From an optimization exercise on the open Yosys and OpenROAD flow, aimed at small area, a short achievable clock period and few clock cycles per item; shortcuts taken in it are not production practice. RTL that was checked went through simulation tests only; none was proved equivalent to the original.

## MedianFilter
module MedianFilter(
    input reset,
    input enable,
    input CLK,
    input Nxt_block_sig,
    input [7:0]height,
    input [7:0]width,
    input [8:0]data,
    output [8:0]data_out,
    output [15:0]index,
    output [7:0]addr_x0,
    output [7:0]addr_y0,
    output [7:0]gdata,
    output Gvector_sig,
    output reg swmv
    );
Size: ~80 I/O pins, ~11000 µm² of cells after synthesis.
==> flow/config.mk <==
export PLATFORM = sky130hd
export DESIGN_NAME = MedianFilter
export DESIGN_NICKNAME = MedianFilter
export VERILOG_FILES = /design/flow/design.v
export SDC_FILE = /design/flow/constraint.sdc
export NUM_CORES = 4
export LEC_CHECK = 0
export CAP_MARGIN = 20
export CORE_MARGIN = 2
export CORE_UTILIZATION = 40
export PLACE_DENSITY = 0.6
export SLEW_MARGIN = 20
==> flow/constraint.sdc <==
create_clock -name core_clock -period 11.0 [get_ports {CLK}]
set_input_delay 2.2000 -clock core_clock [delete_from_list [all_inputs] [get_ports {CLK}]]
set_output_delay 2.2000 -clock core_clock [all_outputs]
set_load 0.01 [all_outputs]
standard.sh (not shown) runs the stock make flow with config.mk's settings and CLKGATE_MAP_FILE= SYNTH_SCRIPT=/design/flow/synth_recipe.tcl, a recipe that flattens the netlist after the stock synthesis.
==> flow/flow/run.sh <==
#!/bin/bash
set -euo pipefail
bash standard.sh "BUFFER_PORTS_ARGS=-buffer_cell sky130_fd_sc_hd__buf_4" SETUP_SLACK_MARGIN=7.4 finish > standard_flow.log 2>&1
The baseline completed without violations.
Edit:
==> flow/flow/run.sh (replaced) <==
#!/bin/bash
set -euo pipefail
bash standard.sh "BUFFER_PORTS_ARGS=-buffer_cell sky130_fd_sc_hd__buf_4" SETUP_SLACK_MARGIN=7 finish > standard_flow.log 2>&1
The changed run finished with timing, DRC and antenna clean.
Worst setup slack degrades by 0.11 ns.
Die area does not change.
Global-route usage goes down by 0.18 points.
No functional check of the RTL was part of any run of this note.

* * *

job 101:
MedianFilter, a different RTL version from the one above (not shown whole).
Size: ~80 I/O pins, ~10000 sq um of cells after synthesis.
==> flow/config.mk <==
export PLATFORM = sky130hd
export DESIGN_NAME = MedianFilter
export DESIGN_NICKNAME = MedianFilter
export VERILOG_FILES = /design/flow/design.v
export SDC_FILE = /design/flow/constraint.sdc
export NUM_CORES = 4
export LEC_CHECK = 0
export CAP_MARGIN = 20
export CORE_MARGIN = 2
export CORE_UTILIZATION = 60
export CTS_CLUSTER_DIAMETER = 100
export CTS_CLUSTER_SIZE = 40
export PLACE_DENSITY = 0.7
export SLEW_MARGIN = 20
export SYNTH_HIERARCHICAL = 1
export SYNTH_MINIMUM_KEEP_SIZE = 0
==> flow/constraint.sdc <==
create_clock -name core_clock -period 11.0 [get_ports {CLK}]
set_input_delay 2.2000 -clock core_clock [delete_from_list [all_inputs] [get_ports {CLK}]]
set_output_delay 2.2000 -clock core_clock [all_outputs]
set_load 0.01 [all_outputs]
==> flow/flow/run.sh <==
#!/bin/bash
set -euo pipefail
bash standard.sh "BUFFER_PORTS_ARGS=-buffer_cell sky130_fd_sc_hd__buf_4" SETUP_SLACK_MARGIN=7.4 finish > standard_flow.log 2>&1
Job 101: full flow OK, the timing, design-rule and antenna checks passed
Testbench counts of job 101, summed over its fixed seeds: cycles 13,213, blocks 5,411.
The inputs of job 102 differ from those of job 101 as listed below.
- an added CTS_BUF_LIST of sky130_fd_sc_hd__clkbuf_8
Notes after the runs:
The lower wire length of job 102 and job 101 is in job 102.
Looking at post-route standard cell area excluding fillers across both flows, job 102 is the stronger of the two, with job 101 trailing.
Diff job 101 -> job 102 | maximum frequency | decrease of 1.5%
Summary of the comparison: first-pass GRT wire length is lower in job 102, relative to job 101.
Summary: with job 101 as the reference, detailed-route wire length on metal 1 in job 102 moved down slightly.
As far as post-placement cell area goes, job 101 and job 102 are indistinguishable; the numbers are identical.
The following lists how job 103 was set up differently from job 102:
- CTS_BUF_LIST: sky130_fd_sc_hd__clkbuf_8 -> unset
==> flow/flow/run.sh <==
#!/bin/bash
set -euo pipefail
bash standard.sh "BUFFER_PORTS_ARGS=-buffer_cell sky130_fd_sc_hd__buf_4" SETUP_SLACK_MARGIN=7.8 finish > standard_flow.log 2>&1
- Compared with job 102, job 103 shows wire length the detailed router placed on met1 that has gone up by a few percent.
- Sort job 103 and job 102 by final worst-path setup slack, ascending, and job 102 comes first.
- On clock transition at the registers of the reported paths: between job 103 and job 102, it ends up higher for job 102.
- Note that the met3 wire length recorded for job 102 amounts to 0.78 times the value seen in job 103.
- NOTE final cell count job 102->job 103 increased by a few percent
- [compare] base=job 102 new=job 103: sequential share of layout area fell 3.1 points; storage element area held.
What job 104 does differently from job 103 at the input level:
- CTS_BUF_LIST: unset -> sky130_fd_sc_hd__clkbuf_8
- TNS_END_PERCENT: unset -> 5
==> flow/flow/run.sh <==
#!/bin/bash
set -euo pipefail
bash standard.sh "BUFFER_PORTS_ARGS=-buffer_cell sky130_fd_sc_hd__buf_2" SETUP_SLACK_MARGIN=7.7 finish > standard_flow.log 2>&1
Findings:
Job 103 has completed all stages; timing, DRC and antenna checks passed.
Job 104 completed end to end with timing, DRC and antenna clean.
Compared with job 103, job 104 shows final-layout worst hold slack lower by 0.017 ns.
The critical path endpoint comes out data_out[7] in one run and data_out[6] in the other, namely in job 103 and job 104 respectively.
Looking at combined global-route utilization of all metal layers, job 104 sits 2.3 points below job 103.
Job 104 reports a lower total wire length after detailed routing than job 103 does.
The proportion of cell area occupied by multi-input gates in job 104 sits 3.4 points above the value recorded for job 103.
[compare] base=job 103 new=job 104: count of clock-buffer cells in the layout now sits higher, average via count per standard cell now sits at about the same level.
Final design instance area without fill: job 104 < job 103
Higher post-layout minimum cycle time among job 104 and job 103: job 104

* * *

Starting RTL as in the previous note.
==> flow/config.mk <==
export PLATFORM = sky130hd
export DESIGN_NAME = MedianFilter
export DESIGN_NICKNAME = MedianFilter
export VERILOG_FILES = /design/flow/design.v
export SDC_FILE = /design/flow/constraint.sdc
export NUM_CORES = 4
export LEC_CHECK = 0
export CAP_MARGIN = 20
export CORE_MARGIN = 2
export CORE_UTILIZATION = 75
export CTS_BUF_LIST = sky130_fd_sc_hd__clkbuf_8
export CTS_CLUSTER_DIAMETER = 100
export CTS_CLUSTER_SIZE = 40
export PLACE_DENSITY = 0.85
export SLEW_MARGIN = 20
export SYNTH_HIERARCHICAL = 1
export SYNTH_MINIMUM_KEEP_SIZE = 0
==> flow/constraint.sdc <==
create_clock -name core_clock -period 11.0 [get_ports {CLK}]
set_input_delay 2.2000 -clock core_clock [delete_from_list [all_inputs] [get_ports {CLK}]]
set_output_delay 2.2000 -clock core_clock [all_outputs]
set_load 0.01 [all_outputs]
==> flow/flow/run.sh <==
#!/bin/bash
set -euo pipefail
bash standard.sh "BUFFER_PORTS_ARGS=-buffer_cell sky130_fd_sc_hd__buf_2" SETUP_SLACK_MARGIN=7.4 finish > standard_flow.log 2>&1
Testbench counts at the start, summed over its fixed seeds: cycles 13,213, blocks 5,411.
Next try:
==> flow/flow/run.sh (replaced) <==
#!/bin/bash
set -euo pipefail
bash standard.sh "BUFFER_PORTS_ARGS=-buffer_cell sky130_fd_sc_hd__buf_2" SETUP_SLACK_MARGIN=7.6 finish > standard_flow.log 2>&1
Settings changed: CORE_UTILIZATION 75 to 60, PLACE_DENSITY 0.85 to 0.7.
Final area goes up by 3.0%.
Routed wire length goes down by 1.4%.
Area after synthesis is unchanged.
Final cell count goes up by 4.0%.
Global-route usage goes down by 7.4 points.
Next try:
==> flow/flow/run.sh (replaced) <==
#!/bin/bash
set -euo pipefail
bash standard.sh "BUFFER_PORTS_ARGS=-buffer_cell sky130_fd_sc_hd__buf_2" SETUP_SLACK_MARGIN=7.4 finish > standard_flow.log 2>&1
Settings changed: CTS_BUF_LIST sky130_fd_sc_hd__clkbuf_8 to unset.
The changed run ran to the end with no violations.
Die area stays the same.
Routed wire length barely changes.
Next try:
Settings changed: CTS_BUF_LIST set to sky130_fd_sc_hd__clkbuf_8.
- The changed run passed the timing, design-rule and antenna checks
- non-clock buffer count went up by 1
- worst setup slack improved by 5.8 ps
- worst hold slack is better by 5.0 ps
- wire length drops by 0.62%
- cell count is about the same
- area after synthesis is unchanged
- global-route usage barely changes
- utilization is lower by 1.1 points
- sequential share of layout area rose by 0.54 points

* * *

Setup of orange:
The RTL this note starts from:
==> flow/design.v <==
`timescale 1ns / 1ps
module MedianFilter(
    input reset,
    input enable,
    input CLK,
    input Nxt_block_sig,
    input [7:0]height,
    input [7:0]width,
    input [8:0]data,
    output [8:0]data_out,
    output [15:0]index,
    output [7:0]addr_x0,
    output [7:0]addr_y0,
    output [7:0]gdata,
    output Gvector_sig,
    output reg swmv
    );
localparam IDLE = 2'd0, PEND = 2'd1, NUL = 2'd2, PRES = 2'd3;
localparam MA = 3'd0, MB = 3'd1, MC = 3'd2, MP = 3'd3, MX = 3'd4;
localparam SU = 4'd0, SUL = 4'd1, SUR = 4'd2, SD = 4'd3, SDL = 4'd4,
           SDR = 4'd5, SXR = 4'd6, SPF1 = 4'd7, SPF2 = 4'd8, SFIN = 4'd9;
reg [1:0]  st;
reg        Gv;
reg [2:0]  md;
reg [1:0]  pc;          
reg [3:0]  nsq;         
reg [7:0]  ox, oy;      
reg        xf, xl, yf, yl;    
reg [15:0] na;          
reg [15:0] ix;
reg [7:0]  gd;
reg [8:0]  dreg;
reg        t1, td, t2;  
reg        f1, f2;      
reg        needx;       
reg [7:0]  s0, s1, s2, s3;
reg [3:0]  m;
reg [7:0]  wr, hr, wm1;
assign index       = ix;
assign addr_x0     = ox;
assign addr_y0     = oy;
assign gdata       = gd;
assign data_out    = {1'b0, gd};
assign Gvector_sig = Gv;
wire ack = Nxt_block_sig;           
wire [7:0] oxi = ox + 8'd1;
wire [15:0] nai = na + 16'd1;
wire [7:0] oyi = oy + 8'd1;
wire xf_a = xl;
wire xl_a = xl ? (wr == 8'd1) : (oxi == wr);
wire yf_a = xl ? 1'b0 : yf;
wire yl_a = xl ? (oyi == hr) : yl;
wire pres = (st == PRES);
wire hxf = pres ? xf_a : xf;
wire hxl = pres ? xl_a : xl;
wire hyf = pres ? yf_a : yf;
wire hyl = pres ? yl_a : yl;
wire hnx = pres & (md == MC);
function [3:0] next_slot;
  input [3:0] s;
  input fxf, fxl, fyf, fyl, fnx;
  reg [6:0] v;
  begin
    v[0] = ~fyf;
    v[1] = ~fyf & ~fxf;
    v[2] = ~fyf & ~fxl;
    v[3] = ~fyl;
    v[4] = ~fyl & ~fxf;
    v[5] = ~fyl & ~fxl;
    v[6] = fnx & ~fxl;
    if      (s == SPF1) next_slot = SPF2;
    else if (s == SPF2) next_slot = SFIN;
    else if (s < SUL && v[1]) next_slot = SUL;
    else if (s < SUR && v[2]) next_slot = SUR;
    else if (s < SD  && v[3]) next_slot = SD;
    else if (s < SDL && v[4]) next_slot = SDL;
    else if (s < SDR && v[5]) next_slot = SDR;
    else if (s < SXR && v[6]) next_slot = SXR;
    else next_slot = SPF1;
  end
endfunction
wire [3:0] first = hyf ? SD : SU;
wire [3:0] nsq_e = next_slot(first, hxf, hxl, hyf, hyl, hnx);
wire [3:0] nsq_n = next_slot(nsq, xf, xl, yf, yl, needx);
reg  [2:0] bsel;
reg        cin;
reg [15:0] bop;
always @(*) begin
  case (bsel)
    3'd0: bop = 16'd0;
    3'd1: bop = 16'd1;
    3'd2: bop = 16'd2;
    3'd3: bop = {8'hFF, ~wr};       
    3'd4: bop = {8'hFF, ~wm1};      
    3'd5: bop = {8'h00, wm1};       
    3'd6: bop = {8'h00, wr};        
    default: bop = 16'd0;
  endcase
end
wire [15:0] asum = na + bop + {15'd0, cin};
always @(*) begin
  bsel = 3'd0; cin = 1'b0;
  if (st == NUL)
    case (nsq)
      SU:   begin bsel = 3'd3; cin = 1'b1; end
      SUL:  begin bsel = 3'd3; cin = 1'b0; end
      SUR:  begin bsel = 3'd4; cin = 1'b1; end
      SD:   begin bsel = 3'd6; cin = 1'b0; end
      SDL:  begin bsel = 3'd5; cin = 1'b0; end
      SDR:  begin bsel = 3'd6; cin = 1'b1; end
      SPF2: begin bsel = 3'd1; cin = 1'b1; end
      SFIN: begin bsel = 3'd0; cin = 1'b0; end
      default: begin bsel = 3'd0; cin = 1'b1; end    
    endcase
  else if (st == PEND && pc == 2'd0) begin bsel = 3'd0; cin = 1'b1; end
  else if (st == PEND && pc == 2'd1) begin bsel = 3'd1; cin = 1'b1; end
  else if (st == PRES && md == MB)   begin bsel = 3'd1; cin = 1'b1; end
  else if (dreg[8]) begin
    if (hyf) begin bsel = 3'd6; cin = 1'b0; end
    else     begin bsel = 3'd3; cin = 1'b1; end
  end
  else if (st == PEND || md == MA) begin bsel = 3'd2; cin = 1'b1; end
  else begin bsel = 3'd1; cin = 1'b1; end
end
reg  [3:0] zh;    
always @(*)
  case ({hyf, hyl})
    2'b11:   zh = 4'd6 + {3'd0, hxf} + {3'd0, hxl};
    2'b10,
    2'b01:   zh = 4'd3 + {2'd0, hxf, 1'b0} + {2'd0, hxl, 1'b0} - {3'd0, hxf & hxl};
    default: zh = {2'd0, hxf, hxf} + {2'd0, hxl, hxl} - {3'd0, hxf & hxl};
  endcase
wire [7:0] iv  = f2 ? gd : dreg[7:0];
wire       ivp = f1 ? (~xl & ~needx & ~dreg[8]) :
                 f2 ? ~xf : (t2 & ~dreg[8]);
wire lt0 = ivp & (iv < s0);
wire lt1 = ivp & (iv < s1);
wire lt2 = ivp & (iv < s2);
wire lt3 = ivp & (iv < s3);
wire [7:0] n0 = lt0 ? iv : s0;
wire [7:0] n1 = lt1 ? (lt0 ? s0 : iv) : s1;
wire [7:0] n2 = lt2 ? (lt1 ? s1 : iv) : s2;
wire [7:0] n3 = lt3 ? (lt2 ? s2 : iv) : s3;
wire [3:0] nm = m + {3'd0, ivp};
wire [3:0] jm = nm - 4'd1;
reg  [7:0] med;
always @(*) begin
  if (nm == 4'd0) med = 8'd0;
  else
    case (jm[2:1])
      2'd0: med = n0;
      2'd1: med = n1;
      2'd2: med = n2;
      default: med = n3;
    endcase
end
wire fin = (st == NUL) && (nsq == SFIN);
always @(posedge CLK or posedge reset) begin
  if (reset) begin
    st <= IDLE; Gv <= 1'b0; swmv <= 1'b0;
  end else begin
    case (st)
      IDLE: begin
        Gv <= 1'b0; swmv <= 1'b0;
        if (enable) st <= PEND;
      end
      PEND:
        if (pc == 2'd2) begin
          if (!dreg[8]) begin st <= PRES; Gv <= 1'b1; end
          else st <= NUL;
        end
      NUL:
        if (fin) begin st <= PRES; Gv <= 1'b1; swmv <= 1'b1; end
      PRES: begin
        swmv <= 1'b0;
        if (ack) begin
          if (xl && yl) begin st <= IDLE; Gv <= 1'b0; end
          else if (md == MB || md == MX) begin st <= PEND; Gv <= 1'b0; end
          else if (dreg[8]) begin st <= NUL; Gv <= 1'b0; end
        end
      end
    endcase
  end
end
always @(posedge CLK) begin
  dreg <= data;
  wm1  <= wr - 8'd1;
  td   <= t1;
  t2   <= td;
  t1   <= 1'b0;
  f1   <= 1'b0;
  f2   <= 1'b0;
  if (st == NUL) begin
    s0 <= n0; s1 <= n1; s2 <= n2; s3 <= n3; m <= nm;
  end else begin
    s0 <= (zh > 4'd0) ? 8'h00 : 8'hFF;
    s1 <= (zh > 4'd1) ? 8'h00 : 8'hFF;
    s2 <= (zh > 4'd2) ? 8'h00 : 8'hFF;
    s3 <= (zh > 4'd3) ? 8'h00 : 8'hFF;
    m  <= zh;
  end
  case (st)
    IDLE: begin
      ox <= 8'd1; oy <= 8'd1; na <= 16'd0;
      xf <= 1'b1; yf <= 1'b1;
      xl <= (width == 8'd1); yl <= (height == 8'd1);
      wr <= width; hr <= height;
      if (enable && !reset) begin
        pc <= 2'd1; ix <= 16'd1;
      end else
        ix <= 16'd0;
    end
    PEND: begin
      ix <= asum;
      case (pc)
        2'd0: pc <= 2'd1;
        2'd1: pc <= 2'd2;
        default:
          if (!dreg[8]) begin
            md <= MA; gd <= dreg[7:0];
            na <= nai;
          end else begin
            needx <= 1'b0; f1 <= 1'b1;
            nsq <= nsq_e;
            t1 <= ~hyf | ~hyl;
          end
      endcase
    end
    NUL: begin
      f2 <= f1;
      ix <= asum;
      nsq <= nsq_n;
      t1 <= (nsq < SPF1);
      if (fin) begin
        md <= MP; gd <= med; na <= nai;
      end
    end
    PRES: begin
      if (ack) begin
        if (xl && yl) begin
          ix <= 16'd0;
        end else begin
          ox <= xl ? 8'd1 : oxi;
          if (xl) oy <= oyi;
          xf <= xf_a; xl <= xl_a; yf <= yf_a; yl <= yl_a;
          case (md)
            MB: begin pc <= 2'd2; ix <= asum; end
            MX: pc <= 2'd0;
            default: begin    
              ix <= asum;
              if (!dreg[8]) begin
                gd <= dreg[7:0]; na <= nai;
                md <= (md == MA) ? MA : (md == MC) ? MB : MC;
              end else begin
                f1 <= 1'b1;
                needx <= hnx;
                nsq <= nsq_e;
                t1 <= ~hyf | ~hyl;
              end
            end
          endcase
        end
      end else begin
        md <= MX; ix <= na;
      end
    end
  endcase
end
endmodule
==> flow/config.mk <==
export PLATFORM = sky130hd
export DESIGN_NAME = MedianFilter
export DESIGN_NICKNAME = MedianFilter
export VERILOG_FILES = /design/flow/design.v
export SDC_FILE = /design/flow/constraint.sdc
export NUM_CORES = 4
export LEC_CHECK = 0
export CAP_MARGIN = 20
export CORE_MARGIN = 2
export CORE_UTILIZATION = 40
export PLACE_DENSITY = 0.6
export SLEW_MARGIN = 20
==> flow/constraint.sdc <==
create_clock -name core_clock -period 11.0 [get_ports {CLK}]
set_input_delay 2.2000 -clock core_clock [delete_from_list [all_inputs] [get_ports {CLK}]]
set_output_delay 2.2000 -clock core_clock [all_outputs]
set_load 0.01 [all_outputs]
==> flow/flow/run.sh <==
#!/bin/bash
set -euo pipefail
bash standard.sh "BUFFER_PORTS_ARGS=-buffer_cell sky130_fd_sc_hd__buf_4" finish > standard_flow.log 2>&1
Here is what was changed in the inputs of blue compared with orange.
==> flow/flow/run.sh <==
#!/bin/bash
set -euo pipefail
bash standard.sh "BUFFER_PORTS_ARGS=-buffer_cell sky130_fd_sc_hd__buf_4" SETUP_SLACK_MARGIN=7 finish > standard_flow.log 2>&1
Findings:
- blue was carried through to the last stage, and its layout satisfied the timing, design-rule and antenna checks.
- Compared with orange, blue shows a first-iteration DRC count that is about 20% lower.
- Register-to-register slack: blue better than orange
- Going from orange to blue, wire length grows by 3.4%.
- Final area for blue: about 5% up relative to orange
- blue gives less maximum net fanout on the critical path than orange did.
- In terms of final sequential cell count, orange and blue differ only marginally.
- Row post-layout worst setup margin: blue higher / orange lower
- The count of clock buffers in the final design in blue sits 2 below the value recorded for orange.
- Compared with orange, blue shows a higher total global routing track utilization.
Function was not checked in any run of this note: the RTL went through the layout flow alone.

## what the ideal ports hide
No port has a modelled driver above. Below, the same layouts with a new extraction and two added sets of constraints. Step 1 (the two cells are an assumption about what drives the block):
set clk [get_ports {CLK}]
set_driving_cell -lib_cell sky130_fd_sc_hd__clkbuf_16 $clk
set_driving_cell -lib_cell sky130_fd_sc_hd__buf_2 [delete_from_list [all_inputs] $clk]
Step 2 moves the port delays by t, midway between the first and last clock arrival at a register: inputs arrive t later, outputs are due t later. That takes back most of the time a late clock gives input paths. Three values: no drivers, after step 1, after step 2; two values: the first two.
run | shift t [ns] | slack for setup (ns) | slew at the worst register clock pin (ns) | worst data-port slew with drivers (ns)
the first run of note 1 | 0.473 | 7.193 / 7.149 / 6.676 | 0.07 / 0.07 | 0.08
the second run of note 1 | 0.473 | 7.082 / 7.038 / 6.565 | 0.07 / 0.07 | 0.09
job 101 | 0.467 | 7.502 / 7.455 / 7.057 | 0.07 / 0.07 | 0.04
job 102 | 0.494 | 7.449 / 7.410 / 7.059 | 0.09 / 0.09 | 0.05
job 103 | 0.475 | 7.650 / 7.602 / 7.317 | 0.07 / 0.07 | 0.07
job 104 | 0.490 | 7.575 / 7.533 / 7.119 | 0.09 / 0.09 | 0.04
the first run of note 3 | 0.500 | 7.481 / 7.490 / 6.990 | 0.09 / 0.09 | 0.05
the second run of note 3 | 0.497 | 7.577 / 7.535 / 7.171 | 0.09 / 0.09 | 0.05
the third run of note 3 | 0.469 | 7.471 / 7.424 / 7.074 | 0.06 / 0.06 | 0.04
the fourth run of note 3 | 0.484 | 7.477 / 7.435 / 7.046 | 0.09 / 0.09 | 0.04
orange | 0.465 | 5.476 / 5.476 / 5.476 | 0.07 / 0.07 | 0.04
blue | 0.482 | 6.765 / 6.765 / 6.702 | 0.07 / 0.07 | 0.05
After both steps every run listed still meets setup and hold.
